From an optimization exercise on the open Yosys and OpenROAD flow, aimed at small area; shortcuts taken in it are not production practice. At most, simulation tests tie the RTL to the original design; equivalence was not proved. The RTL of run 6 was laid out without a check of its function. Power is estimated from default activity; no workload was simulated.

`design.v`:
```
`timescale 1ns / 1ps
module spi_master #(parameter DATA_WIDTH = 16, parameter ADDRESS_WIDTH = 15)
(
    input   wire                                    clock,
    input   wire                                    reset_n,
    input   wire    [DATA_WIDTH-1:0]                data,
    input   wire    [ADDRESS_WIDTH-1:0]             address,
    input   wire                                    read_write,
    input   wire                                    enable,
    input   wire                                    burst_enable,
    input   wire    [15:0]                          burst_count,
    input   wire    [15:0]                          divider,
    input   wire                                    clock_phase,
    input   wire                                    clock_polarity,
    input   wire                                    master_in_slave_out,
    output  logic                                   serial_clock,
    output  logic   [DATA_WIDTH-1:0]                read_data,
    output  logic                                   busy,
    output  logic                                   slave_select,
    output  reg                                     master_out_slave_in,
    output  reg     [DATA_WIDTH+ADDRESS_WIDTH:0]    read_long_data,
    output  reg                                     read_data_valid,
    output  logic                                   burst_data_ready
);
localparam [2:0] S_IDLE             = 3'b000;
localparam [2:0] S_SET_SS           = 3'b001;
localparam [2:0] S_STOP             = 3'b010;
localparam [2:0] S_TRANSMIT_ADDRESS = 3'b011;
localparam [2:0] S_TRANSMIT_DATA    = 3'b100;
localparam [2:0] S_TRANSMIT_DATA_L  = 3'b101;
localparam [2:0] S_READ_DATA        = 3'b110;
localparam [2:0] S_READ_DATA_L      = 3'b111;
reg     [2:0]   state;
reg     [1:0]   pc;
reg     [3:0]   bc;
reg     [15:0]  divider_counter;
reg     [15:0]  saved_burst_count;
reg             shifted_out;
reg     [31:0]  shift_register;
reg             saved_clock_phase;
reg             saved_clock_polarity;
reg             saved_burst_enable;
reg             borrow;
logic           tick, later_word;
logic           st_idle, st_setss, st_stop, st_addr, st_write, st_read, st_act, st_dr;
logic           pc0, pc1, pc2, pc3, bc0, bc15, end_word;
logic           gt1, rotate, borrow_in;
logic           shift_out, shift_in, reload, wrap;
logic           cap_a, cap_b, cap_c;
logic           out_bit;
logic   [2:0]   next_state;
always_comb begin
    tick     = (divider_counter == divider);
    st_idle  = (state == S_IDLE);
    st_setss = (state == S_SET_SS);
    st_stop  = (state == S_STOP);
    st_addr  = (state == S_TRANSMIT_ADDRESS);
    st_write = state[2] & !state[1];
    st_read  = state[2] & state[1];
    st_act   = state[2] | (state[1] & state[0]);
    st_dr    = state[2];
    later_word = state[2] & state[0];    
    pc0      = (pc == 2'd0);
    pc1      = (pc == 2'd1);
    pc2      = (pc == 2'd2);
    pc3      = (pc == 2'd3);
    bc0      = (bc == 4'd0);
    bc15     = (bc == 4'd15);
    end_word = tick & pc3 & bc15;
    gt1      = |saved_burst_count[15:1];
    rotate   = tick & pc3 & st_act;
    borrow_in = (st_dr & bc15) | borrow;
    busy             = !st_idle;
    slave_select     = !(st_act | (st_stop & !pc[1]));
    serial_clock     = (st_act & pc[1]) ^ saved_clock_polarity;
    burst_data_ready = st_write & bc15 & (pc[0] ^ pc[1]) & saved_burst_enable & gt1;
    read_data        = read_long_data[DATA_WIDTH-1:0];
    reload    = tick & pc2 & burst_data_ready;
    shift_out = tick & (saved_clock_phase ? (st_act & pc1) : (pc3 & (st_act | st_setss)));
    shift_in  = tick & (saved_clock_phase ? (pc0 & (st_dr | st_stop | (st_addr & !bc0)))
                                          : (pc2 & st_act));
    wrap  = !saved_clock_phase & bc15 & st_dr;
    if (wrap)
        out_bit = st_write & saved_burst_enable & gt1 & shift_register[31];
    else if (st_read & later_word)
        out_bit = 1'b0;
    else if (st_write & later_word & saved_clock_phase)
        out_bit = shifted_out;
    else
        out_bit = shift_register[31];
    cap_a = tick & st_read & pc1 & bc0 & later_word & saved_burst_enable & saved_clock_phase;
    cap_b = end_word & st_read & saved_burst_enable & !saved_clock_phase;
    cap_c = tick & st_stop & pc1;
    next_state = state;
    case (state)
        S_IDLE:             if (enable) next_state = S_SET_SS;
        S_SET_SS:           if (tick) next_state = S_TRANSMIT_ADDRESS;
        S_TRANSMIT_ADDRESS: if (end_word) next_state = master_out_slave_in ? S_READ_DATA : S_TRANSMIT_DATA;
        S_TRANSMIT_DATA,
        S_TRANSMIT_DATA_L,
        S_READ_DATA,
        S_READ_DATA_L:      if (end_word) next_state = (!saved_burst_enable | !gt1) ? S_STOP : {state[2:1], 1'b1};
        S_STOP:             if (tick & pc3) next_state = S_IDLE;
        default:            next_state = S_IDLE;
    endcase
end
always_ff @(posedge clock or negedge reset_n) begin
    if (!reset_n) begin
        state                   <=  S_IDLE;
        divider_counter         <=  0;
        saved_clock_polarity    <=  0;
        master_out_slave_in     <=  0;
        read_long_data          <=  0;
        read_data_valid         <=  0;
    end
    else begin
        state               <=  next_state;
        divider_counter     <=  tick ? 16'd0 : divider_counter + 16'd1;
        if (st_idle)
            saved_clock_polarity <= clock_polarity;
        if (shift_out)
            master_out_slave_in <= out_bit;
        else if (cap_c)
            master_out_slave_in <= 0;
        if (cap_a | cap_b | cap_c)
            read_long_data  <=  shift_register;
        read_data_valid     <=  cap_a | cap_c | (cap_b & gt1);
    end
end
always_ff @(posedge clock) begin
    if (st_idle) begin
        {bc, pc}            <=  6'd63;
        saved_clock_phase   <=  clock_phase;
        saved_burst_enable  <=  burst_enable;
        saved_burst_count   <=  {burst_count[0], burst_count[15:1]};
    end
    else begin
        if (tick)
            {bc, pc}        <=  {bc, pc} + 6'd1;
        if (rotate)
            saved_burst_count <= {saved_burst_count[0] ^ borrow_in, saved_burst_count[15:1]};
    end
    if (st_idle)
        borrow              <=  1'b0;
    else if (rotate)
        borrow              <=  borrow_in & !saved_burst_count[0];
    if (st_idle)
        shift_register[31:16] <=  {address, read_write};
    else if (reload)
        shift_register[31:16] <=  data;
    else if (shift_in)
        shift_register[31:16] <=  shift_register[30:15];
    if (st_idle)
        shift_register[15:0]  <=  data;
    else if (shift_in)
        shift_register[15:0]  <=  {shift_register[14:0], master_in_slave_out};
    if (shift_in)
        shifted_out         <=  shift_register[31];
end
endmodule
```
`flow/run.sh`:
```
#!/bin/bash
# The standard layout (standard.sh), with these changes:
#  - synthesis maps the logic with an area-oriented ABC script (flow/area.abc);
#    flow/my_synth.tcl is synth_recipe.tcl with only the ABC script swapped
#  - the port buffers are the smallest buffer (buf_1) instead of the resizer's pick
#  - clock tree synthesis without dummy loads and with clkbuf_8 clock buffers
set -euo pipefail
HERE=$(pwd)
sed "s#SYNTH_SCRIPT=[^ ]*#SYNTH_SCRIPT=$HERE/flow/my_synth.tcl#" standard.sh > my_standard.sh
export MY_ABC_SCRIPT=$HERE/flow/area.abc
export BUFFER_PORTS_ARGS="-buffer_cell sky130_fd_sc_hd__buf_1"
export CTS_ARGS="-sink_clustering_enable -repair_clock_nets -dont_use_dummy_load -buf_list sky130_fd_sc_hd__clkbuf_8"
bash my_standard.sh > standard.log 2>&1
```
`flow/area.abc`:
```
strash
dch -f
amap
topo
```
`flow/my_synth.tcl`:
```
proc synth {args} { yosys synth -nofsm -noshare {*}$args }
proc abc {args} {
  set i [lsearch -exact $args -script]
  if {$i >= 0} { lset args [expr {$i + 1}] $::env(MY_ABC_SCRIPT) }
  yosys abc {*}$args
}
source $::env(SCRIPTS_DIR)/synth.tcl
# left out here: clear keep_hierarchy, flatten, clean up, hide names made inside functions, write 1_2_yosys.v
```
`standard.sh`:
```
#!/bin/bash
# synth_recipe.tcl (not shown) runs the flow's synth.tcl, then flattens the netlist and writes it again
# the make line also repeats each setting of config.mk as NAME=value (left out here)
make -C /OpenROAD-flow-scripts/flow DESIGN_CONFIG=/design/flow/config.mk WORK_HOME=/design/flow/orfs CLKGATE_MAP_FILE= SYNTH_SCRIPT=/design/flow/synth_recipe.tcl "${@:-finish}"
```
`config.mk`:
```
export PLATFORM = sky130hd
export DESIGN_NAME = spi_master
export DESIGN_NICKNAME = spi_master
export VERILOG_FILES = /design/flow/design.v
export SDC_FILE = /design/flow/constraint.sdc
export NUM_CORES = 4
export LEC_CHECK = 0
export CAP_MARGIN = 20
export CORE_MARGIN = 2
export CORE_UTILIZATION = 60
export SLEW_MARGIN = 20
```
`constraint.sdc`:
```
create_clock -name core_clock -period 8.0 [get_ports {clock}]
set_input_delay 1.6000 -clock core_clock [delete_from_list [all_inputs] [get_ports {clock}]]
set_output_delay 1.6000 -clock core_clock [all_outputs]
set_load 0.01 [all_outputs]
```
==> results of run 1 <==
==> cell usage in the layout, fill, tap and decap left out, types with 3 or more instances in the layout <==
cell type    n
a211oi_1     6
a21oi_1     14
a31oi_1      3
buf_1      123
buf_4        5
clkbuf_8     9
clkinv_1    33
dfrtp_1     54
dfxtp_1      7
edfxtp_1    51
ha_1         6
nand2_1     39
nand3_1      5
nand4_1      5
nor2_1      35
nor3_1      13
nor4_1       3
o21ai_0     30
o221ai_1     6
o22a_1      63
o22ai_1     17
xor2_1       5
==> power breakdown <==
part / total (mW) / switching [mW] / internal [mW]
clock: 0.267 / 0.165 / 0.102
sequential: 0.610 / 0.00594 / 0.604
combinational: 0.0421 / 0.0242 / 0.0180
==> layout make-up <==
cell class	instances	area [um^2]
multi-input combinational	273	1704
fill	654	2520
inverter	34	127.6
tap	105	131.4
clock buffer	9	123.9
sequential	112	3023
timing repair buffer	129	504.2
==> metal layers <==
metal,up-vias,GRT usage [%]
li1,1891,-
met3,12,3.320
met4,0,9.662
met5,-,0
met1,1901,34.39
met2,135,41.67
==> final timing paths <==
path                                            to  cells past startpoint  slack, ps                 from
worst max-delay path            shift_register[16]                      9       2700          divider[15]
worst min-delay path                   shifted_out                      0        480   shift_register[31]
worst max register to register  shift_register[16]                     10       3620  divider_counter[14]
worst min register to register         shifted_out                      0        480   shift_register[31]
max in group asynchronous       divider_counter[0]                      2       6140              reset_n
min in group asynchronous        read_long_data[8]                      2       1360              reset_n
==> registers in the layout, indices dropped and copies added (netlist names) <==
register	cells
pc	2
borrow	1
saved_burst_count	16
saved_clock_polarity	1
shifted_out	1
saved_clock_phase	1
read_long_data	32
read_data_valid	1
divider_counter	16
state	3
shift_register	32
saved_burst_enable	1
bc	4
master_out_slave_in	1
==> logic make-up after synthesis <==
logic type | after synthesis | synth area share, %
AOI/OAI and AO/OA | 149 | 21.66
and+or+nand+nor | 111 | 9.859
xor gates and xnor gates | 7 | 1.232
DFF | 112 | 60.76
adders and majority gates | 6 | 1.509
buffers and inverters | 50 | 4.980
==> worst max-delay path, cell delays in order <==
cell and delay, ps:
buf_1 100, clkinv_1 70, o221ai_1 190, a2111oi_0 90
nand4_1 350, clkinv_1 590, nand3_1 820, clkinv_1 690
or3_1 810
==> PnR_summary.wiki, run 1 <==
{| class="wikitable"
! Metric !! Value
|-
| DP Worst Slack || 2376 ps
|-
| Maximum clock path buffer count || 2
|-
| Setup repair after global routing missed its margin || no
|-
| Sum of net half-perimeters after detailed placement || 7631 um
|-
| Maximum achievable frequency || 188.6 MHz
|-
| Drt first pass iters || 5
|-
| Post-synthesis instance area || 0.004975 mm^2
|-
| Vias after detailed routing || 3939
|-
| Clk slew on worst S/H paths || 90 ps
|-
| Starting DRC count in detailed routing || between 150 and 200
|-
| Maximum fanout along the worst path || 21
|-
| Global-route wire length before repair || between 15000 and 20000 um
|-
| Met3 routed wirelength || 542 um
|-
| Setup repair bufs after CTS || 0
|-
| Layout Cells excl Fill || 662
|-
| Vias in the first global route || ~3.8k
|-
| Final Routed Wirelength || 11080 um
|-
| Met1 Wirelength || about 5000 um
|-
| Type of the worst setup path || primary input to flop
|-
| Slew margin rel. || 39.07%
|-
| Number of placed I/O pins || 125
|-
| Global placer's final weighted congestion || approximately 0.93
|-
| Sequential share of the synthesized area || 60.76%
|-
| Number of antenna violations at the first check in global routing || 0
|-
| Critical path endpoint category || flop
|-
| Total inserted antenna cells || 0
|-
| Critical path required time || around 8000 ps
|-
| IR drop worst, VDD || 0.0001102 V
|-
| Startpoint types || primary input
|-
| Final std cell area, no fill || 0.005614 mm^2
|-
| H-tree levels || 3
|-
| Type of the most critical hold path || flop to flop
|-
| Outcome || finished clean
|-
| Post-layout power || 918.9 uW
|-
| Setup_tns || 0 ps
|-
| End-of-flow core utilization || slightly below 70%
|-
| Crit path setup slack, layout || 2697 ps
|-
| Cell types with the largest area share after synthesis || edfxtp_1 31%, dfrtp_1 27%, o22a_1 11%
|-
| Proportion of netlist area held by the largest area contributor || 30.78%
|-
| Total Nets Final || 636
|-
| Die area || 0.009035 mm^2
|-
| Worst path arrival time || between 5000 and 6000 ps
|-
| Post-synth EDFFs || slightly above 50
|-
| Detailed-routed wire length on met2 || 5375 um
|-
| Uppermost layer routed || met4
|-
| Pin count of the biggest net entering global routing || 72
|-
| Pins over their slew limit || 0
|-
| Clk sink count || 112
|-
| Most used DFF post-synth || dfrtp_1
|-
| Vias per cell || 5.950
|-
| Placed Cells incl. Taps || 653
|-
| Cell area power density || roughly 160 mW/mm^2
|-
| Share of the clock period used by the worst path after layout || 66.29%
|-
| DRC violation count after routing || 0
|-
| Cell types with the highest counts after synthesis || 63 x o22a_1, 54 x dfrtp_1, 51 x edfxtp_1
|-
| Total routing resource utilization after global routing || 25.24%
|-
| Placed cell area || between 0.005 and 0.006 mm^2
|-
| Hold-fix buffers at CTS || 0
|-
| Max-capacitance violation count || 0
|-
| Post-synth ARST share || 48.21%
|-
| Later-pin clock latency in the skew report || 360 ps
|-
| Floorplan row count || 33
|-
| Post-synthesis instance total || around 440
|-
| TritonCTS clock tree || built
|-
| Final Hold Fails || 0
|-
| Synth unique cells || 35
|-
| Leakage power summed over all cells || 2.024 nW
|-
| Slew @ Worst Pin || roughly 910 ps
|-
| Synth-to-Final Area Change || 12.85%
|-
| Number of I/O port buffers || 124
|-
| Post-route clock skew || 36.14 ps
|-
| Most common cell in the synthesized netlist || o22a_1
|-
| Number of gates given a new drive strength after cts || 0
|-
| Num CTS Buffers || 9
|-
| Antenna-violating nets left || 0
|-
| Tightest hold margin || 482.3 ps
|-
| Fraction of final layout cells sized beyond drive strength 1 || 2.873%
|-
| Total setup violations reported at the end of the flow || 0
|-
| Flip-flop and latch count after synthesis || 112
|-
| Number of warnings issued by yosys || 1
|-
| Initial cell density of the core || between 60% and 70%
|-
| Gr ovfl total || 0
|-
| Post-synthesis area per instance || 11.44 um^2
|-
| Routed wire length per instance || about 17 um
|-
| Library cell used as clock root buffer || clkbuf_8
|-
| Die Ht || between 90 and 100 um
|-
| Horiz. Die Dim || between 90 and 100 um
|-
| Syn_nets || 512
|-
| Final Critical Period || between 5000 and 6000 ps
|-
| Core area || 0.008134 mm^2
|-
| Largest area contributor in the netlist || edfxtp_1
|}
==> inputs of run 2 (changes only) <==
--- a/config.mk
+++ b/config.mk
@@ -8,4 +8,4 @@
 export CAP_MARGIN = 20
 export CORE_MARGIN = 2
-export CORE_UTILIZATION = 60
+export CORE_UTILIZATION = 40
 export SLEW_MARGIN = 20
==> run 2 against run 1 <==
Against the previous run: power up 0.53%; routed wire length up 4.7%; via count down 2.2%.
==> PnR_summary.wiki, run 2 <==
{| class="wikitable"
! Metric !! Value
|-
| Number of I/O port buffers || 124
|-
| DRC violation count after routing || 0
|-
| Maximum clock path buffer count || 2
|-
| Critical path required time || 8010 ps
|-
| Die area || 0.01334 mm^2
|-
| Critical Path Start || divider[15]
|-
| Startpoint types || primary input
|-
| Hold-fix buffers at CTS || 0
|-
| Drt first pass iters || 8
|-
| Slew margin rel. || 37.91%
|-
| TritonCTS clock tree || built
|-
| Post-synthesis instance area || 0.004975 mm^2
|-
| Routed wire length per instance || roughly 16 um
|-
| Sequential share of the synthesized area || a little over 60%
|-
| Final Routed Wirelength || 11600 um
|-
| Number of warnings issued by yosys || 1
|-
| Post-synthesis area per instance || 11.44 um^2
|-
| Max-capacitance violation count || 0
|-
| Flip-flop and latch count after synthesis || 112
|-
| Post-synth ARST share || between 40% and 50%
|-
| Core area || 0.01206 mm^2
|-
| Total Nets Final || 636
|-
| Post-route clock skew || 32.36 ps
|-
| Hold path start || borrow
|-
| R2R depth || 10
|-
| Num CTS Buffers || 9
|-
| Gr ovfl total || 0
|-
| Final-layout fill cell count || ~1.2k
|-
| Slew @ Worst Pin || 925.6 ps
|-
| Clk sink count || about 110
|-
| Initial cell density of the core || 41.24%
|-
| Total setup violations reported at the end of the flow || 0
|-
| Fraction of final layout cells sized beyond drive strength 1 || 2.873%
|-
| Largest registers || read_long_data (32), shift_register (32)
|-
| H-tree levels || 3
|-
| Maximum achievable frequency || between 150 and 200 MHz
|-
| Commonest cells after routing, fill and taps aside || 123 x buf_1, 63 x o22a_1, 54 x dfrtp_1, 51 x edfxtp_1, 39 x nand2_1
|-
| Hold Crit Endpoint || borrow
|-
| Post-synth EDFFs || 51
|-
| Total inserted antenna cells || 0
|-
| Vias after detailed routing || 3851
|-
| Die Ht || 115.5 um
|-
| Layout Cells excl Fill || roughly 730
|-
| Share of the clock period used by the worst path after layout || 65.48%
|-
| Clk slew on worst S/H paths || 100 ps
|-
| Sum of net half-perimeters after detailed placement || 8048 um
|-
| Placed Cells incl. Taps || 716
|-
| Combined area of the multi-input logic cells || 0.001704 mm^2
|-
| Pins over their slew limit || 0
|-
| Most common cell in the synthesized netlist || o22a_1
|-
| Maximum fanout along the worst path || 21
|-
| Number of placed I/O pins || around 130
|-
| Leakage power summed over all cells || approximately 2.0 nW
|-
| Syn_nets || 512
|-
| Total routing resource utilization after global routing || 18.25%
|-
| Vias in the first global route || 3739
|-
| Later-pin clock latency in the skew report || 370 ps
|-
| Synth-to-Final Area Change || 14.44%
|-
| Setup repair after global routing missed its margin || no
|-
| Type of the most critical hold path || flop to flop
|-
| Number of antenna violations at the first check in global routing || 0
|-
| Critical path endpoint category || flop
|-
| Capture instance of the worst register-to-register path || shift_register[21]
|-
| Cell types with the largest area share after synthesis || edfxtp_1 31%, dfrtp_1 27%, o22a_1 11%
|-
| Global placer's final weighted congestion || 0.7985
|-
| Number of gates given a new drive strength after cts || 0
|-
| Floorplan row count || 40
|-
| Origin of the critical flop-to-flop path || divider_counter[14]
|-
| Type of the worst setup path || primary input to flop
|-
| Global-route wire length before repair || around 19000 um
|-
| Final Critical Period || ~5200 ps
|-
| Post-synthesis instance total || 435
|-
| Sequential cell area || between 0.003 and 0.004 mm^2
|-
| Synth unique cells || 35
|-
| Starting DRC count in detailed routing || 240
|-
| Outcome || finished clean
|-
| Largest area contributor in the netlist || edfxtp_1
|-
| Worst path arrival time || 5250 ps
|-
| Antenna-violating nets left || 0
|-
| Cell types with the highest counts after synthesis || 63 x o22a_1, 54 x dfrtp_1, 51 x edfxtp_1
|-
| Cell area power density || 162.3 mW/mm^2
|-
| Most common cell after layout, fill and taps aside || buf_1
|-
| Setup_tns || 0 ps
|-
| Setup repair bufs after CTS || 0
|-
| Library cell used as clock root buffer || clkbuf_8
|-
| Setup slack, reg-to-reg || 3670 ps
|-
| Final Hold Fails || 0
|-
| Vias per cell || 5.312
|-
| IR drop worst, VDD || around 0.000082 V
|-
| Proportion of netlist area held by the largest area contributor || 30.78%
|-
| Most used DFF post-synth || dfrtp_1
|-
| WHS Path Cells || 2
|-
| Horiz. Die Dim || 115.5 um
|-
| Pin count of the biggest net entering global routing || 55
|}
## run 2: cell counts after synthesis
Identical to the previous run, type by type.
## run 2: critical path: stages
cell	delay, ps
buf_1	100
clkinv_1	60
o221ai_1	190
a2111oi_0	80
nand4_1	360
clkinv_1	620
nand3_1	780
clkinv_1	650
or3_1	800
## run 2: worst max-delay path by stage
stage	to	depth (start not counted)	slack, ps
3_5_place_dp	shift_register[19]	9	2370
6_report	shift_register[21]	9	2760
3_3_place_gp	shift_register[18]	9	2580
2_1_floorplan	read_long_data[20]	12	3240
5_1_grt	shift_register[16]	9	2380
4_1_cts	shift_register[24]	9	2770
## run 2: cell families (layout without fill, tap and decap cells)
group,after synthesis,count (layout),share of synthesized area (%)
AOI/OAI and AO/OA,149,149,21.66
DFF,112,112,60.76
and+or+nand+nor,111,111,9.859
buffers and inverters,50,172,4.980
xor gates and xnor gates,7,7,1.232
adders and majority gates,6,6,1.509
## run 2: final cells by class
cell class,count,area share [%]
clock buffer,9,2.176
inverter,34,2.242
multi-input combinational,273,29.93
sequential,112,53.10
tap,168,3.692
timing repair buffer,129,8.857
## run 2: power breakdown
group	internal, mW	switching [mW]
logic	0.0180	0.0238
registers	0.604	0.00590
clock network	0.102	0.170
## run 2: stage by stage
stage	instance area [um^2]	total power, mW	worst slack (ps)	utilization, %	hold slack, ps
after CTS	5693	0.9355	2766	47.20	501.1
final	5693	0.9237	2761	47.20	494.8
after global routing	5693	0.9631	2375	47.20	521.2
after global placement	5569	0.6646	2579	46.17	454.8
after floorplan	4975	0.6385	3236	-	434.9
after detailed placement	5569	0.6650	2368	46.17	455.1
## run 2: routing by layer
layer | vias to the layer above | track usage [%] | routed length [um]
li1 | 1889 | - | -
met3 | 10 | 3.556 | 678
met5 | - | 0 | 0
met4 | 0 | 5.141 | 111
met1 | 1835 | 26.76 | 5555
met2 | 117 | 27.76 | 5256
==> inputs of run 3 (changes only) <==
--- a/flow/run.sh
+++ b/flow/run.sh
@@ -10,4 +10,4 @@
 export MY_ABC_SCRIPT=$HERE/flow/area.abc
 export BUFFER_PORTS_ARGS="-buffer_cell sky130_fd_sc_hd__buf_1"
-export CTS_ARGS="-sink_clustering_enable -repair_clock_nets -dont_use_dummy_load -buf_list sky130_fd_sc_hd__clkbuf_8"
+export CTS_ARGS="-sink_clustering_enable -repair_clock_nets -dont_use_dummy_load -buf_list sky130_fd_sc_hd__clkbuf_16"
 bash my_standard.sh > standard.log 2>&1
==> run 3 against run 2 <==
Against the previous run: clock power up 42%; power up 12%; fmax down 0.39%; register-to-register slack about the same; still clean on timing, DRC and antenna; sequential cell count unchanged; critical path depth unchanged; largest cell class unchanged.
==> PnR_summary.wiki, run 3 <==
{| class="wikitable"
! Metric !! Value
|-
| IR drop worst, VDD || between 0.00009 and 0.0001 V
|-
| R2R depth || 10
|-
| Slew @ Worst Pin || about 940 ps
|-
| Slowest stage cell on the critical path || or3_1
|-
| Total setup violations reported at the end of the flow || 0
|-
| Setup repair after global routing missed its margin || no
|-
| Die Ht || ~120 um
|-
| Core area || roughly 0.012 mm^2
|-
| Later-pin clock latency in the skew report || 350 ps
|-
| Post-synthesis instance area || 0.004975 mm^2
|-
| Number of I/O port buffers || ~120
|-
| Most common cell in the synthesized netlist || o22a_1
|-
| Number of gates given a new drive strength after cts || 0
|-
| Setup_tns || 0 ps
|-
| Clk sink count || 112
|-
| Vias after detailed routing || 3848
|-
| Clk slew on worst S/H paths || roughly 70 ps
|-
| Outcome || finished clean
|-
| Total Nets Final || between 600 and 700
|-
| Synth unique cells || 35
|-
| Drt first pass iters || 4
|-
| End-of-flow core utilization || between 40% and 50%
|-
| Maximum fanout along the worst path || 21
|-
| Largest registers || read_long_data (32), shift_register (32)
|-
| Family with the most delay on the worst path || simple AND/OR/NAND/NOR gates
|-
| TritonCTS clock tree || built
|-
| Initial cell density of the core || 41.24%
|-
| Capture instance of the worst register-to-register path || shift_register[24]
|-
| Number of warnings issued by yosys || 1
|-
| Total inserted antenna cells || 0
|-
| Library cell used as clock root buffer || clkbuf_16
|-
| Final Routed Wirelength || 11710 um
|-
| DRC violation count after routing || 0
|-
| Count of buffering cells on the critical path with inverters included || 4
|-
| Cell types with the largest area share after synthesis || edfxtp_1 31%, dfrtp_1 27%, o22a_1 11%
|-
| Gr ovfl total || 0
|-
| Floorplan row count || 40
|-
| Type of the most critical hold path || flop to flop
|-
| Routed wire length per instance || 16.15 um
|-
| Synth-to-Final Area Change || 16.47%
|-
| Syn_nets || approximately 500
|-
| Switching power total || 215.5 uW
|-
| Critical path endpoint category || flop
|-
| Largest area contributor in the netlist || edfxtp_1
|-
| Combinational group share of total power || 4.0%
|-
| Switching share of power || between 20% and 30%
|-
| Setup repair bufs after CTS || 0
|-
| Sum of net half-perimeters after detailed placement || approximately 8000 um
|-
| Post-synth ARST share || 48.21%
|-
| Antenna-violating nets left || 0
|-
| Proportion of netlist area held by the largest area contributor || 30.78%
|-
| Post-synth EDFFs || 51
|-
| Slowest cell delay on critical path || 810 ps
|-
| Starting DRC count in detailed routing || about 270
|-
| Setup slack, reg-to-reg || 3670 ps
|-
| Pins over their slew limit || 0
|-
| Critical path, cell by cell || buf_1 -> clkinv_1 -> o221ai_1 -> a2111oi_0 -> nand4_1 -> clkinv_1 -> nand3_1 -> clkinv_1 -> or3_1
|-
| Most used DFF post-synth || dfrtp_1
|-
| Post-synthesis area per instance || ~11 um^2
|-
| Vias per cell || 5.308
|-
| Die area || about 0.013 mm^2
|-
| Number of gates on the worst path with buffers counted || 9
|-
| Critical path required time || approximately 8000 ps
|-
| Number of placed I/O pins || approximately 130
|-
| Post-route clock skew || 19.46 ps
|-
| Cell types with the highest counts after synthesis || 63 x o22a_1, 54 x dfrtp_1, 51 x edfxtp_1
|-
| Sequential share of the synthesized area || about 60%
|-
| Maximum clock path buffer count || 2
|-
| Share of the clock period used by the worst path after layout || 65.74%
|-
| Hold-fix buffers at CTS || 0
|-
| Flip-flop and latch count after synthesis || about 110
|-
| Cell area power density || 179.0 mW/mm^2
|-
| Final-layout fill cell count || 1176
|-
| Total routing resource utilization after global routing || 18.55%
|-
| Leakage power summed over all cells || a little over 2 nW
|-
| Pin count of the biggest net entering global routing || 55
|-
| Maximum achievable frequency || 190.1 MHz
|-
| Final Critical Period || between 5000 and 6000 ps
|-
| Post-layout power || 1.037 mW
|-
| Global placer's final weighted congestion || ~0.80
|-
| Slew margin rel. || 36.97%
|-
| Most common cell after layout, fill and taps aside || buf_1
|-
| Max-capacitance violation count || 0
|-
| Commonest cells after routing, fill and taps aside || 123 x buf_1, 63 x o22a_1, 54 x dfrtp_1, 51 x edfxtp_1, 39 x nand2_1
|-
| H-tree levels || 3
|-
| Worst path arrival time || between 5000 and 6000 ps
|-
| Global-route wire length before repair || around 19000 um
|-
| Internal power || between 800 and 900 uW
|-
| Final Hold Fails || 0
|-
| Critical Path Start || divider[15]
|-
| Type of the worst setup path || primary input to flop
|-
| Fraction of final layout cells sized beyond drive strength 1 || under 10%
|-
| Vias in the first global route || 3776
|-
| Origin of the critical flop-to-flop path || divider_counter[14]
|-
| Horiz. Die Dim || 115.5 um
|-
| Cell repeated most along the worst path || clkinv_1
|-
| Startpoint types || primary input
|-
| Number of antenna violations at the first check in global routing || 0
|-
| Post-synthesis instance total || 435
|-
| Num CTS Buffers || 9
|-
| Clk pwr share || 37.1%
|-
| Crit path to || shift_register[24]
|-
| Sequential share of power || 58.8%
|}
-- run 3: worst register-to-register path, cell delays in order (launching register included) --
cell,delay (ps)
dfrtp_1,360
clkinv_1,100
nor2_1,100
a21oi_1,50
o221ai_1,70
a2111oi_0,80
nand4_1,360
clkinv_1,610
nand3_1,790
clkinv_1,660
or3_1,810
-- run 3: worst min path at each step --
stage	from	slack, ps	cells after the start	endpoint
after detailed placement	shift_register[31]	460	0	shifted_out
after CTS	shift_register[31]	490	0	shifted_out
after global placement	shift_register[31]	450	0	shifted_out
after floorplan	shift_register[31]	430	0	shifted_out
after global routing	shift_register[31]	500	0	shifted_out
final	shift_register[31]	490	0	shifted_out
-- run 3: power by group through the flow --
stage | Combinational [mW] | Sequential (mW) | Clock (mW)
after floorplan | 0.0174 | 0.621 | 0
after global placement | 0.0424 | 0.622 | 0
after detailed placement | 0.0426 | 0.622 | 0
after CTS | 0.0428 | 0.610 | 0.395
after global routing | 0.0472 | 0.611 | 0.416
final | 0.0418 | 0.610 | 0.385
-- run 3: cells by family after synthesis --
logic type               Yosys count  synth area share (%)
AO/OA/AOI/OAI                    149                 21.66
XOR/XNOR                           7                 1.232
adder cells (fa/ha/maj)            6                 1.509
buffers and inverters             50                 4.980
flip-flops                       112                 60.76
AND/OR/NAND/NOR                  111                 9.859
-- run 3: area by class of cell --
| cell class | count | area, um^2 | area share [%] |
|---|---|---|---|
| inverters | 34 | 127.6 | 2.203 |
| clock buffers | 9 | 225.2 | 3.887 |
| well taps | 168 | 210.2 | 3.628 |
| multi-input cells | 273 | 1704 | 29.41 |
| repair buffers | 129 | 504.2 | 8.702 |
| flip-flops and latches | 112 | 3023 | 52.17 |
-- run 3: per-layer routing --
| layer | track usage, % | up-vias | share of wire [%] |
|---|---|---|---|
| met4 | 6.586 | 0 | 1.3 |
| met1 | 26.10 | 1830 | 48 |
| met2 | 28.23 | 108 | 45 |
| li1 | - | 1899 | - |
| met5 | 0 | - | 0 |
| met3 | 4.393 | 11 | 5.5 |
-- run 3: through the flow --
stage	std cells	worst slack (ps)	instance area, um^2	hold WS (ps)
floorplan	435	3236	4975	434.9
global route	725	2339	5794	497.9
global placement	716	2579	5569	454.8
finish	725	2741	5794	485.5
detailed placement	716	2368	5569	455.1
CTS	725	2735	5794	487.6
==> inputs of run 4 (changes only) <==
--- a/flow/run.sh
+++ b/flow/run.sh
@@ -10,4 +10,4 @@
 export MY_ABC_SCRIPT=$HERE/flow/area.abc
 export BUFFER_PORTS_ARGS="-buffer_cell sky130_fd_sc_hd__buf_1"
-export CTS_ARGS="-sink_clustering_enable -repair_clock_nets -dont_use_dummy_load -buf_list sky130_fd_sc_hd__clkbuf_16"
+export CTS_ARGS="-repair_clock_nets -dont_use_dummy_load -buf_list sky130_fd_sc_hd__clkbuf_8"
 bash my_standard.sh > standard.log 2>&1
==> run 4 against run 3 <==
Against the previous run: still clean on timing, DRC and antenna; cell count is the same; first-iteration DRC count shrank 10%; clock power shrank 29%; highest routed layer unchanged.
==> PnR_summary.wiki, run 4 <==
{| class="wikitable"
! Metric !! Value
|-
| Outcome || finished clean
|-
| Combined area of the multi-input logic cells || roughly 0.0017 mm^2
|-
| Library cell used as clock root buffer || clkbuf_8
|-
| Switching share of power || 21.63%
|-
| Slew margin rel. || a little under two fifths
|-
| Setup_tns || 0 ps
|-
| Most common cell after layout, fill and taps aside || buf_1
|-
| Most used DFF post-synth || dfrtp_1
|-
| Cell area power density || between 150 and 200 mW/mm^2
|-
| Starting DRC count in detailed routing || 240
|-
| DRC violation count after routing || 0
|-
| Post-synth EDFFs || 51
|-
| Global-route wire length before repair || 19040 um
|-
| Final-layout fill cell count || 1186
|-
| Sequential cell area || between 0.003 and 0.004 mm^2
|-
| Critical path endpoint category || flop
|-
| Tightest hold margin || 494.8 ps
|-
| Most common cell in the synthesized netlist || o22a_1
|-
| Post-route clock skew || 32.36 ps
|-
| Clk slew on worst S/H paths || approximately 100 ps
|-
| Type of the most critical hold path || flop to flop
|-
| Final Critical Period || 5239 ps
|-
| DP Worst Slack || 2368 ps
|-
| Internal power || 723.9 uW
|-
| Die Ht || 115.5 um
|-
| Post-synthesis area per instance || 11.44 um^2
|-
| Sequential share of power || 66.0%
|-
| Initial cell density of the core || between 40% and 50%
|-
| Combinational group share of total power || 4.5%
|-
| Vias per cell || about 5.3
|-
| Horiz. Die Dim || 115.5 um
|-
| Cell repeated most along the worst path || clkinv_1
|-
| Share of the clock period used by the worst path after layout || 65.48%
|-
| Synth-to-Final Area Change || 14.44%
|-
| Setup repair after global routing missed its margin || no
|-
| Count of buffering cells on the critical path with inverters included || 4
|-
| Final Routed Wirelength || 11600 um
|-
| Critical path required time || 8010 ps
|-
| TritonCTS clock tree || built
|-
| Worst path arrival time || 5250 ps
|-
| Number of I/O port buffers || 124
|-
| Maximum clock path buffer count || 2
|-
| Syn_nets || 512
|-
| IR drop worst, VDD || a little over 0.00008 V
|-
| Critical Path Start || divider[15]
|-
| Sum of net half-perimeters after detailed placement || 8048 um
|-
| Slowest cell delay on critical path || around 800 ps
|-
| Leakage power summed over all cells || 2.024 nW
|-
| Critical path, cell by cell || buf_1 -> clkinv_1 -> o221ai_1 -> a2111oi_0 -> nand4_1 -> clkinv_1 -> nand3_1 -> clkinv_1 -> or3_1
|-
| Startpoint types || primary input
|-
| Total setup violations reported at the end of the flow || 0
|-
| Antenna-violating nets left || 0
|-
| Origin of the critical flop-to-flop path || divider_counter[14]
|-
| Family with the most delay on the worst path || simple AND/OR/NAND/NOR gates
|-
| Total Nets Final || 636
|-
| Cell types with the largest area share after synthesis || edfxtp_1 31%, dfrtp_1 27%, o22a_1 11%
|-
| Type of the worst setup path || primary input to flop
|-
| Post-layout power || around 920 uW
|-
| Cell types with the highest counts after synthesis || 63 x o22a_1, 54 x dfrtp_1, 51 x edfxtp_1
|-
| Proportion of netlist area held by the largest area contributor || 30.78%
|-
| Commonest cells after routing, fill and taps aside || 123 x buf_1, 63 x o22a_1, 54 x dfrtp_1, 51 x edfxtp_1, 39 x nand2_1
|-
| Sequential share of the synthesized area || 60.76%
|-
| Slowest stage cell on the critical path || or3_1
|-
| Clk pwr share || around 29%
|-
| Largest registers || read_long_data (32), shift_register (32)
|-
| Fraction of final layout cells sized beyond drive strength 1 || about 2.9%
|-
| Routed wire length per instance || between 15 and 20 um
|-
| Flip-flop and latch count after synthesis || 112
|-
| Largest area contributor in the netlist || edfxtp_1
|-
| Drt first pass iters || 8
|-
| Hold-fix buffers at CTS || 0
|-
| Number of placed I/O pins || 125
|-
| Maximum achievable frequency || ~190 MHz
|-
| Later-pin clock latency in the skew report || approximately 370 ps
|-
| Number of gates given a new drive strength after cts || 0
|-
| Post-synthesis instance area || 0.004975 mm^2
|-
| Core area || 0.01206 mm^2
|-
| Total inserted antenna cells || 0
|-
| Synth unique cells || 35
|-
| Clk sink count || 112
|-
| Max-capacitance violation count || 0
|-
| Maximum fanout along the worst path || 21
|-
| End-of-flow core utilization || a little under half
|-
| Total routing resource utilization after global routing || 18.25%
|-
| Slew @ Worst Pin || 925.6 ps
|-
| Pin count of the biggest net entering global routing || 55
|-
| Floorplan row count || 40
|-
| H-tree levels || 3
|-
| Crit path setup slack, layout || around 2800 ps
|-
| Hold path start || borrow
|-
| Number of warnings issued by yosys || 1
|-
| Post-synth ARST share || 48.21%
|-
| Final Hold Fails || 0
|-
| Global placer's final weighted congestion || 0.7985
|-
| Gr ovfl total || 0
|-
| Vias after detailed routing || roughly 3.9k
|-
| Setup repair bufs after CTS || 0
|-
| Number of antenna violations at the first check in global routing || 0
|-
| Post-synthesis instance total || roughly 440
|-
| Vias in the first global route || 3739
|-
| Setup slack, reg-to-reg || 3670 ps
|-
| Die area || 0.01334 mm^2
|-
| Pins over their slew limit || 0
|-
| Switching power total || 199.8 uW
|-
| Num CTS Buffers || 9
|}
-- run 4: cell counts after synthesis --
No cell type changed its count.
-- run 4: per-stage QoR --
stage / instance area [um^2] / cells
after global routing: 5693 / 725
final: 5693 / 725
after floorplan: 4975 / 435
after CTS: 5693 / 725
after global placement: 5569 / 716
after detailed placement: 5569 / 716
-- run 4: worst paths after layout --
kind                                 endpoint  depth (start not counted)
max                        shift_register[21]                          9
min in group asynchronous   read_long_data[9]                          2
max reg2reg                shift_register[21]                         10
max in group asynchronous  divider_counter[9]                          2
min                                    borrow                          2
min reg2reg                            borrow                          2
-- run 4: cell type report --
class                      instances  share of cell area (%)
sequential                       112                   53.10
multi-input combinational        273                   29.93
timing repair buffer             129                   8.857
tap                              168                   3.692
inverter                          34                   2.242
clock buffer                       9                   2.176
-- run 4: worst min-delay path: cells and delay by family (launching register included) --
kind / cells / cell delay [ps]
compound gates: 1 / 60
flops: 1 / 330
simple gates: 1 / 80
-- run 4: cell families after synthesis --
logic type,after synthesis,share of synthesized area (%)
DFF,112,60.76
and+or+nand+nor,111,9.859
adders and majority gates,6,1.509
buffers and inverters,50,4.980
xor gates and xnor gates,7,1.232
AOI/OAI and AO/OA,149,21.66
-- run 4: power groups by stage --
stage	Combinational [mW]	Sequential (mW)	Clock [mW]
2_1_floorplan	0.0174	0.621	0
3_3_place_gp	0.0424	0.622	0
3_5_place_dp	0.0426	0.622	0
4_1_cts	0.0428	0.610	0.283
5_1_grt	0.0472	0.611	0.305
6_report	0.0418	0.610	0.272
-- run 4: metal layers --
metal	track usage [%]	routed length [um]	up-vias
met4	5.141	111	0
met2	27.76	5256	117
met3	3.556	678	10
met1	26.76	5555	1835
li1	-	-	1889
met5	0	0	-
==> inputs of run 5 (changes only) <==
--- a/design.v
+++ b/design.v
@@ -32,5 +32,5 @@
 localparam [2:0] S_READ_DATA_L      = 3'b111;
 reg     [2:0]   state;
-reg     [1:0]   pc;
+reg     [1:0]   pc;                  
 reg     [3:0]   bc;
 reg     [15:0]  divider_counter;
@@ -61,8 +61,8 @@
     st_dr    = state[2];
     later_word = state[2] & state[0];    
-    pc0      = (pc == 2'd0);
-    pc1      = (pc == 2'd1);
-    pc2      = (pc == 2'd2);
-    pc3      = (pc == 2'd3);
+    pc0      = (pc == 2'b00);
+    pc1      = (pc == 2'b01);
+    pc2      = (pc == 2'b11);
+    pc3      = (pc == 2'b10);
     bc0      = (bc == 4'd0);
     bc15     = (bc == 4'd15);
@@ -74,5 +74,5 @@
     slave_select     = !(st_act | (st_stop & !pc[1]));
     serial_clock     = (st_act & pc[1]) ^ saved_clock_polarity;
-    burst_data_ready = st_write & bc15 & (pc[0] ^ pc[1]) & saved_burst_enable & gt1;
+    burst_data_ready = st_write & bc15 & pc[0] & saved_burst_enable & gt1;
     read_data        = read_long_data[DATA_WIDTH-1:0];
     reload    = tick & pc2 & burst_data_ready;
@@ -130,5 +130,6 @@
 always_ff @(posedge clock) begin
     if (st_idle) begin
-        {bc, pc}            <=  6'd63;
+        bc                  <=  4'd15;
+        pc                  <=  2'b10;
         saved_clock_phase   <=  clock_phase;
         saved_burst_enable  <=  burst_enable;
@@ -136,6 +137,9 @@
     end
     else begin
-        if (tick)
-            {bc, pc}        <=  {bc, pc} + 6'd1;
+        if (tick) begin
+            pc              <=  {pc[0], !pc[1]};
+            if (pc3)
+                bc          <=  bc + 4'd1;
+        end
         if (rotate)
             saved_burst_count <= {saved_burst_count[0] ^ borrow_in, saved_burst_count[15:1]};
--- a/flow/run.sh
+++ b/flow/run.sh
@@ -10,4 +10,4 @@
 export MY_ABC_SCRIPT=$HERE/flow/area.abc
 export BUFFER_PORTS_ARGS="-buffer_cell sky130_fd_sc_hd__buf_1"
-export CTS_ARGS="-repair_clock_nets -dont_use_dummy_load -buf_list sky130_fd_sc_hd__clkbuf_8"
+export CTS_ARGS="-sink_clustering_enable -repair_clock_nets -dont_use_dummy_load -buf_list sky130_fd_sc_hd__clkbuf_8"
 bash my_standard.sh > standard.log 2>&1
==> run 5 against run 4 <==
Against the previous run: design area shrank 0.66%; critical path type unchanged; largest power group unchanged; still clean; synthesized area shrank 0.63%; cell count shrank 0.83%.
==> PnR_summary.wiki, run 5 <==
{| class="wikitable"
! Metric !! Value
|-
| Total inserted antenna cells || 0
|-
| Post-synth ARST share || between 40% and 50%
|-
| Cell types with the largest area share after synthesis || edfxtp_1 31%, dfrtp_1 27%, o22a_1 11%
|-
| Startpoint types || primary input
|-
| Clk pwr share || about 30%
|-
| Slew @ Worst Pin || roughly 970 ps
|-
| Outcome || finished clean
|-
| Crit path setup slack, layout || 2584 ps
|-
| End-of-flow core utilization || a little under half
|-
| Worst path arrival time || 5420 ps
|-
| Flip-flop and latch count after synthesis || ~110
|-
| Maximum achievable frequency || 184.6 MHz
|-
| Final Routed Wirelength || around 12000 um
|-
| Total routing resource utilization after global routing || 18.97%
|-
| Post-synthesis instance area || a little under 0.005 mm^2
|-
| Drt first pass iters || 6
|-
| Sequential share of the synthesized area || 61.15%
|-
| Global placer's final weighted congestion || 0.8784
|-
| Largest registers || read_long_data (32), shift_register (32)
|-
| Number of I/O port buffers || 124
|-
| Final-layout fill cell count || about 1.2k
|-
| Maximum clock path buffer count || 2
|-
| Leakage power summed over all cells || 2.022 nW
|-
| Sum of net half-perimeters after detailed placement || 8241 um
|-
| Cell area power density || 163.6 mW/mm^2
|-
| Commonest cells after routing, fill and taps aside || 123 x buf_1, 64 x o22a_1, 54 x dfrtp_1, 51 x edfxtp_1, 41 x nand2_1
|-
| Largest area contributor in the netlist || edfxtp_1
|-
| Core area || 0.01206 mm^2
|-
| Most used DFF post-synth || dfrtp_1
|-
| Share of the clock period used by the worst path after layout || 67.70%
|-
| Hold-fix buffers at CTS || 0
|-
| Floorplan row count || 40
|-
| Syn_nets || 505
|-
| Switching share of power || 21.78%
|-
| Post-layout power || 925.0 uW
|-
| Cell types with the highest counts after synthesis || 64 x o22a_1, 54 x dfrtp_1, 51 x edfxtp_1
|-
| Clk slew on worst S/H paths || 90 ps
|-
| Tightest hold margin || ~510 ps
|-
| Fraction of final layout cells sized beyond drive strength 1 || 2.722%
|-
| Die area || 0.01326 mm^2
|-
| Final Critical Period || 5416 ps
|-
| Vias per cell || 5.439
|-
| Type of the worst setup path || primary input to flop
|-
| H-tree levels || 3
|-
| Most common cell in the synthesized netlist || o22a_1
|-
| Maximum fanout along the worst path || 20
|-
| Number of antenna violations at the first check in global routing || 0
|-
| Setup repair bufs after CTS || 0
|-
| Global-route wire length before repair || 19270 um
|-
| DRC violation count after routing || 0
|-
| Horiz. Die Dim || approximately 120 um
|-
| Combinational group share of total power || 4.5%
|-
| Vias after detailed routing || about 3.9k
|-
| Most common cell after layout, fill and taps aside || buf_1
|-
| Pin count of the biggest net entering global routing || 73
|-
| Max-capacitance violation count || 0
|-
| Setup_tns || 0 ps
|-
| Total Nets Final || 628
|-
| Later-pin clock latency in the skew report || around 380 ps
|-
| Gr ovfl total || 0
|-
| Routed wire length per instance || 16.71 um
|-
| Synth-to-Final Area Change || 14.40%
|-
| Sequential share of power || 65.9%
|-
| Antenna-violating nets left || 0
|-
| Post-synth EDFFs || 51
|-
| Library cell used as clock root buffer || clkbuf_8
|-
| Setup repair after global routing missed its margin || no
|-
| Critical path endpoint category || flop
|-
| Final Hold Fails || 0
|-
| Number of warnings issued by yosys || 1
|-
| IR drop worst, VDD || roughly 0.000090 V
|-
| Initial cell density of the core || about 40%
|-
| Num CTS Buffers || 9
|-
| TritonCTS clock tree || built
|-
| Critical path required time || 8000 ps
|-
| Vias in the first global route || 3765
|-
| Slew margin rel. || 34.92%
|-
| DP Worst Slack || about 2200 ps
|-
| Clk sink count || 112
|-
| Number of placed I/O pins || 125
|-
| Type of the most critical hold path || flop to flop
|-
| Post-synthesis area per instance || ~11 um^2
|-
| Switching power total || 201.5 uW
|-
| Die Ht || 115.2 um
|-
| Total setup violations reported at the end of the flow || 0
|-
| Internal power || 723.5 uW
|-
| Proportion of netlist area held by the largest area contributor || between 30% and 40%
|-
| Post-route clock skew || roughly 27 ps
|-
| Number of gates given a new drive strength after cts || 0
|-
| Post-synthesis instance total || 430
|-
| Starting DRC count in detailed routing || 181
|-
| Pins over their slew limit || 0
|-
| Synth unique cells || 34
|}
==> run 5: stage by stage <==
stage	instances	instance area [um^2]
2_1_floorplan	430	4943
3_3_place_gp	710	5530
3_5_place_dp	710	5530
4_1_cts	719	5654
5_1_grt	719	5655
6_report	719	5655
==> run 5: worst paths after layout <==
path	end	slack, ps	cells past startpoint	start
worst max-delay path	shift_register[31]	2580	9	divider[3]
worst min-delay path	divider_counter[15]	510	1	divider_counter[15]
worst max register to register	shift_register[31]	3510	8	divider_counter[3]
worst min register to register	divider_counter[15]	510	1	divider_counter[15]
max in group asynchronous	divider_counter[14]	6170	2	reset_n
min in group asynchronous	divider_counter[3]	1340	2	reset_n
==> run 5: layout make-up <==
type | instances | area (um^2) | share of cell area [%]
inverters | 31 | 117.6 | 2.080
clock buffers | 9 | 123.9 | 2.190
well taps | 168 | 210.2 | 3.717
repair buffers | 128 | 496.7 | 8.783
flip-flops and latches | 112 | 3023 | 53.45
multi-input cells | 271 | 1684 | 29.78
==> run 5: critical path: stages <==
cell and delay (ps):
buf_1 100, clkinv_1 60, o221ai_1 230, a2111oi_0 90, nand4_1 270, clkinv_1 560, nand4_1 880, clkinv_1 740
or3_1 880
==> run 5: layer usage <==
| metal | up-vias | routed length (um) | GRT usage (%) |
|---|---|---|---|
| met1 | 1897 | 5418 | 25.46 |
| met2 | 123 | 5753 | 30.63 |
| li1 | 1874 | - | - |
| met4 | 0 | 273 | 8.112 |
| met5 | - | 0 | 0 |
| met3 | 17 | 573 | 3.163 |
==> run 5: power groups by stage <==
stage | Combinational, mW | Clock [mW] | Sequential, mW
final | 0.0417 | 0.273 | 0.610
after global routing | 0.0485 | 0.306 | 0.612
after CTS | 0.0430 | 0.285 | 0.610
after detailed placement | 0.0427 | 0 | 0.623
after global placement | 0.0416 | 0 | 0.622
after floorplan | 0.0174 | 0 | 0.621
==> run 5: logic make-up (layout without fill, tap and decap cells) <==
| group | after synthesis | after routing | synth area share [%] |
|---|---|---|---|
| AO/OA/AOI/OAI | 146 | 146 | 21.87 |
| AND/OR/NAND/NOR | 115 | 115 | 10.12 |
| flip-flops | 112 | 112 | 61.15 |
| adder cells (fa/ha/maj) | 4 | 4 | 1.012 |
| XOR/XNOR | 6 | 6 | 1.063 |
| buffers and inverters | 47 | 168 | 4.784 |
==> inputs of run 6 (changes only) <==
--- a/design.v
+++ b/design.v
@@ -46,5 +46,5 @@
 logic           pc0, pc1, pc2, pc3, bc0, bc15, end_word;
 logic           gt1, rotate, borrow_in;
-logic           shift_out, shift_in, reload, wrap;
+logic           shift_out, shift_in, shift_top, reload, wrap;
 logic           cap_a, cap_b, cap_c;
 logic           out_bit;
@@ -77,13 +77,18 @@
     read_data        = read_long_data[DATA_WIDTH-1:0];
     reload    = tick & pc2 & burst_data_ready;
+    shift_top = shift_in & !st_addr;
     shift_out = tick & (saved_clock_phase ? (st_act & pc1) : (pc3 & (st_act | st_setss)));
     shift_in  = tick & (saved_clock_phase ? (pc0 & (st_dr | st_stop | (st_addr & !bc0)))
                                           : (pc2 & st_act));
-    wrap  = !saved_clock_phase & bc15 & st_dr;
-    if (wrap)
+    wrap  = !saved_clock_phase & bc15;
+    if (st_setss | (st_addr & !wrap))
+        out_bit = shift_register[15];
+    else if (st_addr)
+        out_bit = shift_register[31];
+    else if (wrap)
         out_bit = st_write & saved_burst_enable & gt1 & shift_register[31];
     else if (st_read & later_word)
         out_bit = 1'b0;
-    else if (st_write & later_word & saved_clock_phase)
+    else if (saved_clock_phase)
         out_bit = shifted_out;
     else
@@ -149,12 +154,10 @@
     else if (rotate)
         borrow              <=  borrow_in & !saved_burst_count[0];
-    if (st_idle)
-        shift_register[31:16] <=  {address, read_write};
-    else if (reload)
+    if (st_idle | reload)
         shift_register[31:16] <=  data;
-    else if (shift_in)
+    else if (shift_top)
         shift_register[31:16] <=  shift_register[30:15];
     if (st_idle)
-        shift_register[15:0]  <=  data;
+        shift_register[15:0]  <=  {address, read_write};
     else if (shift_in)
         shift_register[15:0]  <=  {shift_register[14:0], master_in_slave_out};
==> run 6 against run 5 <==
Against the previous run: global-route usage down 1.8 points; cell count down 6.3%; die area down 1.5%; synthesized area down 1.5%; still clean on timing, DRC and antenna; register-to-register slack better by 80 ps; sequential cell count unchanged.
==> PnR_summary.wiki, run 6 <==
{| class="wikitable"
! Metric !! Value
|-
| Outcome || finished clean
|-
| Synth unique cells || 36
|-
| Die area || between 0.01 and 0.015 mm^2
|-
| Post-synthesis instance area || roughly 0.005 mm^2
|-
| Setup_tns || 0 ps
|-
| Final std cell area, no fill || 0.005564 mm^2
|-
| Share of the clock period used by the worst path after layout || 65.85%
|-
| Number of warnings issued by yosys || 1
|-
| Clk sink count || between 100 and 150
|-
| Setup repair after global routing missed its margin || no
|-
| Routed wire length per instance || approximately 16 um
|-
| Origin of the critical flop-to-flop path || divider_counter[14]
|-
| Met1 Wirelength || 5112 um
|-
| Type of the worst setup path || primary input to flop
|-
| Clk slew on worst S/H paths || 100 ps
|-
| Core area || roughly 0.012 mm^2
|-
| Gr ovfl total || 0
|-
| Starting DRC count in detailed routing || 163
|-
| Critical path required time || 8270 ps
|-
| Sequential share of the synthesized area || 62.11%
|-
| Floorplan row count || 40
|-
| Post-synthesis area per instance || 11.99 um^2
|-
| Most common cell after layout, fill and taps aside || buf_1
|-
| Hold-fix buffers at CTS || 0
|-
| Antenna-violating nets left || 0
|-
| Critical path endpoint category || flop
|-
| DRC violation count after routing || 0
|-
| Setup repair bufs after CTS || 0
|-
| Crit path to || read_long_data[26]
|-
| Total setup violations reported at the end of the flow || 0
|-
| Detailed-routed wire length on met2 || between 4000 and 5000 um
|-
| Post-synth ARST share || just under 50%
|-
| Maximum achievable frequency || 189.8 MHz
|-
| TritonCTS clock tree || built
|-
| Max-capacitance violation count || 0
|-
| Number of gates given a new drive strength after cts || 0
|-
| Cell types with the largest area share after synthesis || edfxtp_1 31%, dfrtp_1 28%, o22a_1 14%
|-
| Cell area power density || 165.2 mW/mm^2
|-
| Syn_nets || around 480
|-
| Vias per cell || 5.381
|-
| Initial cell density of the core || 40.69%
|-
| Proportion of netlist area held by the largest area contributor || 31.47%
|-
| Cell types with the highest counts after synthesis || 79 x o22a_1, 54 x dfrtp_1, 51 x edfxtp_1
|-
| Post-synthesis instance total || roughly 410
|-
| Global-route wire length before repair || 17500 um
|-
| Library cell used as clock root buffer || clkbuf_8
|-
| Maximum clock path buffer count || 2
|-
| Most used DFF post-synth || dfrtp_1
|-
| Placed cell area || 0.005440 mm^2
|-
| Most common cell in the synthesized netlist || o22a_1
|-
| Largest registers || read_long_data (32), shift_register (32)
|-
| Pin count of the biggest net entering global routing || 55
|-
| Flip-flop and latch count after synthesis || about 110
|-
| R2R depth || 12
|-
| Leakage power summed over all cells || 1.996 nW
|-
| Later-pin clock latency in the skew report || roughly 370 ps
|-
| Final Routed Wirelength || 10770 um
|-
| Number of placed I/O pins || 125
|-
| Pins over their slew limit || 0
|-
| Uppermost layer routed || met4
|-
| Final Critical Period || 5268 ps
|-
| End-of-flow core utilization || 46.52%
|-
| Largest area contributor in the netlist || edfxtp_1
|-
| Critical Path Start || divider[14]
|-
| Sum of net half-perimeters after detailed placement || 7422 um
|-
| Post-synth EDFFs || 51
|-
| Total Nets Final || 604
|-
| Vias in the first global route || 3566
|-
| Final Hold Fails || 0
|-
| Maximum fanout along the worst path || 34
|-
| Num CTS Buffers || 9
|-
| Synth-to-Final Area Change || 14.32%
|-
| Post-route clock skew || 24.02 ps
|-
| Slew @ Worst Pin || 975.9 ps
|-
| Vias after detailed routing || approximately 3.6k
|-
| Met3 routed wirelength || 667 um
|-
| Total inserted antenna cells || 0
|-
| Capture instance of the worst register-to-register path || read_long_data[26]
|-
| Total routing resource utilization after global routing || 17.17%
|-
| Slew margin rel. || a little over a third
|-
| IR drop worst, VDD || 0.00007606 V
|-
| Type of the most critical hold path || flop to flop
|-
| Fraction of final layout cells sized beyond drive strength 1 || 3.226%
|-
| Horiz. Die Dim || 114.3 um
|-
| Die Ht || 114.3 um
|-
| Worst path arrival time || 5540 ps
|-
| Number of antenna violations at the first check in global routing || 0
|-
| Startpoint types || primary input
|-
| Commonest cells after routing, fill and taps aside || 123 x buf_1, 79 x o22a_1, 54 x dfrtp_1, 51 x edfxtp_1, 44 x nor2_1
|-
| Drt first pass iters || 4
|-
| Global placer's final weighted congestion || between 0.8 and 0.9
|-
| Setup slack, reg-to-reg || 3590 ps
|-
| H-tree levels || 3
|-
| Number of I/O port buffers || 124
|}
-- run 6: changes by cell type in the layout (fill, tap and decap cells not counted), sizes merged, moves of 2 or more --
| cell | previous run | this run |
|---|---|---|
| o221ai | 7 | 5 |
| nand2 | 41 | 22 |
| a21oi | 13 | 11 |
| nor4 | 3 | 5 |
| clkinv | 31 | 34 |
| o32a | 2 | 0 |
| o211ai | 0 | 3 |
| o22ai | 17 | 2 |
| o22a | 64 | 79 |
| o32ai | 2 | 0 |
| o21ai | 25 | 13 |
| nor2 | 39 | 45 |
-- run 6: power breakdown --
group / switching (mW) / total [mW] / internal [mW]
Clock: 0.168 / 0.270 / 0.102
Combinational: 0.0217 / 0.0392 / 0.0175
Sequential: 0.00584 / 0.610 / 0.604
Total: 0.196 / 0.919 / 0.723
-- run 6: through the flow --
stage | std cells | hold WS [ps] | worst slack, ps | total power, mW
finish | 674 | 482.1 | 2732 | 0.9190
floorplan | 406 | 434.9 | 2875 | 0.6380
detailed placement | 665 | 465.8 | 2254 | 0.6623
global route | 674 | 509.3 | 2127 | 0.9600
global placement | 665 | 453.4 | 2430 | 0.6610
CTS | 674 | 483.0 | 2687 | 0.9309
-- run 6: final cells by class --
| class | instances | area, um^2 |
|---|---|---|
| Multi-Input combinational cell | 244 | 1609 |
| Tap cell | 147 | 183.9 |
| Timing Repair Buffer | 128 | 496.7 |
| Inverter | 34 | 127.6 |
| Sequential cell | 112 | 3023 |
| Clock buffer | 9 | 123.9 |
| Fill cell | 1160 | 6397 |
-- run 6: worst min path at each step --
stage	from	end	slack [ps]	cells past startpoint
after detailed placement	shift_register[31]	shifted_out	470	0
after global placement	shift_register[31]	shifted_out	450	0
after global routing	shift_register[31]	shifted_out	510	0
after floorplan	shift_register[31]	shifted_out	430	0
final	shift_register[31]	shifted_out	480	0
after CTS	shift_register[31]	shifted_out	480	0
-- run 6: routing by layer --
metal | track usage, % | up-vias
met1 | 23.36 | 1717
met5 | 0 | -
met4 | 7.317 | 0
met3 | 4.076 | 15
met2 | 26.47 | 119
li1 | - | 1776
-- run 6: worst max-delay path: stages --
cell	delay (ps)
buf_1	100
nor2_1	60
a21oi_1	110
o221ai_1	110
a2111oi_0	320
nand4_1	390
nor3_1	370
clkinv_1	320
or3_1	400
nand2_1	80
buf_4	350
clkinv_1	840
o22a_1	500
-- run 6: logic make-up (layout without fill, tap and decap cells) --
logic type	count (synthesis)	in the layout	synth area share [%]
buffers and inverters	50	171	5.090
XOR/XNOR	6	6	1.080
AO/OA/AOI/OAI	133	133	21.54
AND/OR/NAND/NOR	101	101	9.152
adder cells (fa/ha/maj)	4	4	1.028
flip-flops	112	112	62.11
==> inputs of run 7 (changes only) <==
--- a/design.v
+++ b/design.v
@@ -77,8 +77,8 @@
     read_data        = read_long_data[DATA_WIDTH-1:0];
     reload    = tick & pc2 & burst_data_ready;
-    shift_top = shift_in & !st_addr;
     shift_out = tick & (saved_clock_phase ? (st_act & pc1) : (pc3 & (st_act | st_setss)));
     shift_in  = tick & (saved_clock_phase ? (pc0 & (st_dr | st_stop | (st_addr & !bc0)))
                                           : (pc2 & st_act));
+    shift_top = shift_in & !st_addr;
     wrap  = !saved_clock_phase & bc15;
     if (st_setss | (st_addr & !wrap))
==> run 7 against run 6 <==
Against the previous run: clock skew is the same; critical endpoint unchanged; global-route usage stayed put; sequential cell count unchanged; synthesized area did not move; critical path type unchanged; power stayed put; sequential share of layout area unchanged; count of clock-buffer cells in the layout stayed put; largest cell class unchanged.
==> PnR_summary.wiki, run 7 <==
{| class="wikitable"
! Metric !! Value
|-
| Setup repair after global routing missed its margin || no
|-
| Total inserted antenna cells || 0
|-
| Switching share of power || 21.31%
|-
| Commonest cells after routing, fill and taps aside || 123 x buf_1, 79 x o22a_1, 54 x dfrtp_1, 51 x edfxtp_1, 44 x nor2_1
|-
| Fraction of final layout cells sized beyond drive strength 1 || 3.226%
|-
| Internal power || 723.1 uW
|-
| Library cell used as clock root buffer || clkbuf_8
|-
| Sequential share of power || 66.4%
|-
| Slowest cell delay on critical path || 840 ps
|-
| Final Routed Wirelength || 10770 um
|-
| Count of buffering cells on the critical path with inverters included || 4
|-
| Synth unique cells || 36
|-
| Die Ht || 114.3 um
|-
| Post-synthesis area per instance || 11.99 um^2
|-
| Layout Cells excl Fill || 674
|-
| TritonCTS clock tree || built
|-
| Type of the most critical hold path || flop to flop
|-
| Share of the clock period used by the worst path after layout || 65.85%
|-
| Leakage power summed over all cells || between 1.5 and 2 nW
|-
| Worst path arrival time || ~5500 ps
|-
| Slowest stage cell on the critical path || clkinv_1
|-
| Largest registers || read_long_data (32), shift_register (32)
|-
| Slew @ Worst Pin || between 900 and 1000 ps
|-
| Post-synthesis instance total || slightly above 400
|-
| Combinational group share of total power || 4.3%
|-
| Routed wire length per instance || 15.98 um
|-
| Most common cell after layout, fill and taps aside || buf_1
|-
| Switching power total || 195.8 uW
|-
| Syn_nets || 481
|-
| Final Hold Fails || 0
|-
| Maximum achievable frequency || approximately 190 MHz
|-
| Critical path required time || ~8300 ps
|-
| Starting DRC count in detailed routing || roughly 160
|-
| Total setup violations reported at the end of the flow || 0
|-
| Hold-fix buffers at CTS || 0
|-
| Vias per cell || 5.381
|-
| Slew margin rel. || 34.73%
|-
| Placed Cells incl. Taps || 665
|-
| Maximum fanout along the worst path || 34
|-
| Die area || 0.01307 mm^2
|-
| Drt first pass iters || 4
|-
| Post-synthesis instance area || 0.004867 mm^2
|-
| Cell repeated most along the worst path || clkinv_1
|-
| Max-capacitance violation count || 0
|-
| Clk sink count || 112
|-
| Number of gates given a new drive strength after cts || 0
|-
| Post-route clock skew || between 20 and 25 ps
|-
| Setup repair bufs after CTS || 0
|-
| Gr ovfl total || 0
|-
| Num CTS Buffers || 9
|-
| Type of the worst setup path || primary input to flop
|-
| Startpoint types || primary input
|-
| Global placer's final weighted congestion || 0.8827
|-
| Synth-to-Final Area Change || 14.32%
|-
| DRC violation count after routing || 0
|-
| Most used DFF post-synth || dfrtp_1
|-
| Sum of net half-perimeters after detailed placement || approximately 7400 um
|-
| Post-synth ARST share || 48.21%
|-
| Core area || 0.01196 mm^2
|-
| Global-route wire length before repair || 17500 um
|-
| End-of-flow core utilization || a little under half
|-
| Cell area power density || 165.2 mW/mm^2
|-
| Critical path endpoint category || flop
|-
| IR drop worst, VDD || ~0.000076 V
|-
| Pins over their slew limit || 0
|-
| Cell types with the highest counts after synthesis || 79 x o22a_1, 54 x dfrtp_1, 51 x edfxtp_1
|-
| Post-layout power || 919.0 uW
|-
| Outcome || finished clean
|-
| Cell types with the largest area share after synthesis || edfxtp_1 31%, dfrtp_1 28%, o22a_1 14%
|-
| Critical path, cell by cell || buf_1 -> nor2_1 -> a21oi_1 -> o221ai_1 -> a2111oi_0 -> nand4_1 -> nor3_1 -> clkinv_1 -> or3_1 -> nand2_1 -> buf_4 -> clkinv_1 -> o22a_1
|-
| Total Nets Final || slightly above 600
|-
| Maximum clock path buffer count || 2
|-
| Largest area contributor in the netlist || edfxtp_1
|-
| Floorplan row count || 40
|-
| Vias after detailed routing || approximately 3.6k
|-
| Family with the most delay on the worst path || buffers and inverters
|-
| Setup_tns || 0 ps
|-
| H-tree levels || 3
|-
| Later-pin clock latency in the skew report || 370 ps
|-
| Clk pwr share || 29.4%
|-
| Clk slew on worst S/H paths || 100 ps
|-
| Pin count of the biggest net entering global routing || 55
|-
| Most common cell in the synthesized netlist || o22a_1
|-
| Post-synth EDFFs || 51
|-
| Total routing resource utilization after global routing || 17.17%
|-
| Number of placed I/O pins || between 100 and 150
|-
| Antenna-violating nets left || 0
|-
| Vias in the first global route || 3566
|-
| Proportion of netlist area held by the largest area contributor || a little under a third
|-
| Number of warnings issued by yosys || 1
|-
| Flip-flop and latch count after synthesis || 112
|-
| Initial cell density of the core || roughly two fifths
|-
| Number of antenna violations at the first check in global routing || 0
|-
| Sequential share of the synthesized area || 62.11%
|-
| Horiz. Die Dim || 114.3 um
|-
| Final Critical Period || 5268 ps
|-
| Number of I/O port buffers || 124
|}
## run 7: cell counts after synthesis
Identical to the previous run, type by type.
## run 7: cells by family (layout without fill, tap and decap cells)
logic type      after synthesis  count (layout)  synth area share [%]
fa+ha+maj                     4               4                 1.028
xor+xnor                      6               6                 1.080
simple gates                101             101                 9.152
compound gates              133             133                 21.54
flops                       112             112                 62.11
buf+inv                      50             171                 5.090
## run 7: final cells by class
| type | instances | area [um^2] |
|---|---|---|
| Fill cell | 1160 | 6397 |
| Timing Repair Buffer | 128 | 496.7 |
| Sequential cell | 112 | 3023 |
| Inverter | 34 | 127.6 |
| Tap cell | 147 | 183.9 |
| Clock buffer | 9 | 123.9 |
| Multi-Input combinational cell | 244 | 1609 |
## run 7: power groups by stage
| stage | registers (mW) | clock network, mW | logic [mW] |
|---|---|---|---|
| floorplan | 0.621 | 0 | 0.0170 |
| global placement | 0.622 | 0 | 0.0392 |
| detailed placement | 0.622 | 0 | 0.0400 |
| CTS | 0.610 | 0.281 | 0.0402 |
| global route | 0.612 | 0.303 | 0.0456 |
| finish | 0.610 | 0.270 | 0.0392 |
## run 7: per-layer routing
| metal | wire length [um] | up-vias | track usage [%] |
|---|---|---|---|
| met3 | 667 | 15 | 4.076 |
| met5 | 0 | - | 0 |
| li1 | - | 1776 | - |
| met2 | 4774 | 119 | 26.47 |
| met1 | 5112 | 1717 | 23.36 |
| met4 | 213 | 0 | 7.317 |
## run 7: worst paths after layout
check / startpoint / to / slack, ps / cells after the start
hold reg to reg: shift_register[31] / shifted_out / 480 / 0
hold / removal: shift_register[31] / shifted_out / 480 / 0
max in group asynchronous: reset_n / saved_clock_polarity / 6160 / 2
setup reg to reg: divider_counter[14] / read_long_data[26] / 3590 / 12
setup / recovery: divider[14] / read_long_data[26] / 2730 / 13
min in group asynchronous: reset_n / read_long_data[20] / 1340 / 2
## run 7: per-stage QoR
step,hold slack [ps],setup WS [ps],area [um^2]
2_1_floorplan,434.9,2875,4867
3_3_place_gp,453.4,2430,5440
3_5_place_dp,465.8,2254,5440
4_1_cts,483.0,2687,5564
5_1_grt,509.3,2127,5564
6_report,482.1,2732,5564

-- afterwards: timing with drivers on the ports --
No port has a modelled driver above. Below, the same layouts with a new extraction and two added sets of constraints. Step 1, drivers: a clkbuf_16 drives clock and a buf_2 each remaining input, both assumed. Step 2, shift: input delay + t, output delay - t, t = (earliest + latest rising clock arrival at the registers) / 2. This alone moves slack from input paths to output paths. a / b / c = ideal / step 1 / step 2; a / b = the first two.
run	shift t [ns]	slack for setup (ns)	slew at the worst register clock pin (ns)	worst data-port slew with drivers (ns)
run 1	0.379	2.697 / 2.707 / 2.328	0.11 / 0.11	0.04
run 2	0.386	2.761 / 2.765 / 2.379	0.10 / 0.10	0.05
run 3	0.377	2.741 / 2.748 / 2.371	0.07 / 0.07	0.05
run 4	0.386	2.761 / 2.765 / 2.379	0.10 / 0.10	0.05
run 5	0.403	2.584 / 2.593 / 2.190	0.10 / 0.10	0.04
run 6	0.396	2.732 / 2.740 / 2.344	0.10 / 0.10	0.05
run 7	0.396	2.732 / 2.740 / 2.344	0.10 / 0.10	0.05
After both steps every run listed still meets setup and hold. The setup slack of run 5, which loses most, moves by +0.009 ns with the drivers and by -0.394 ns with both steps.
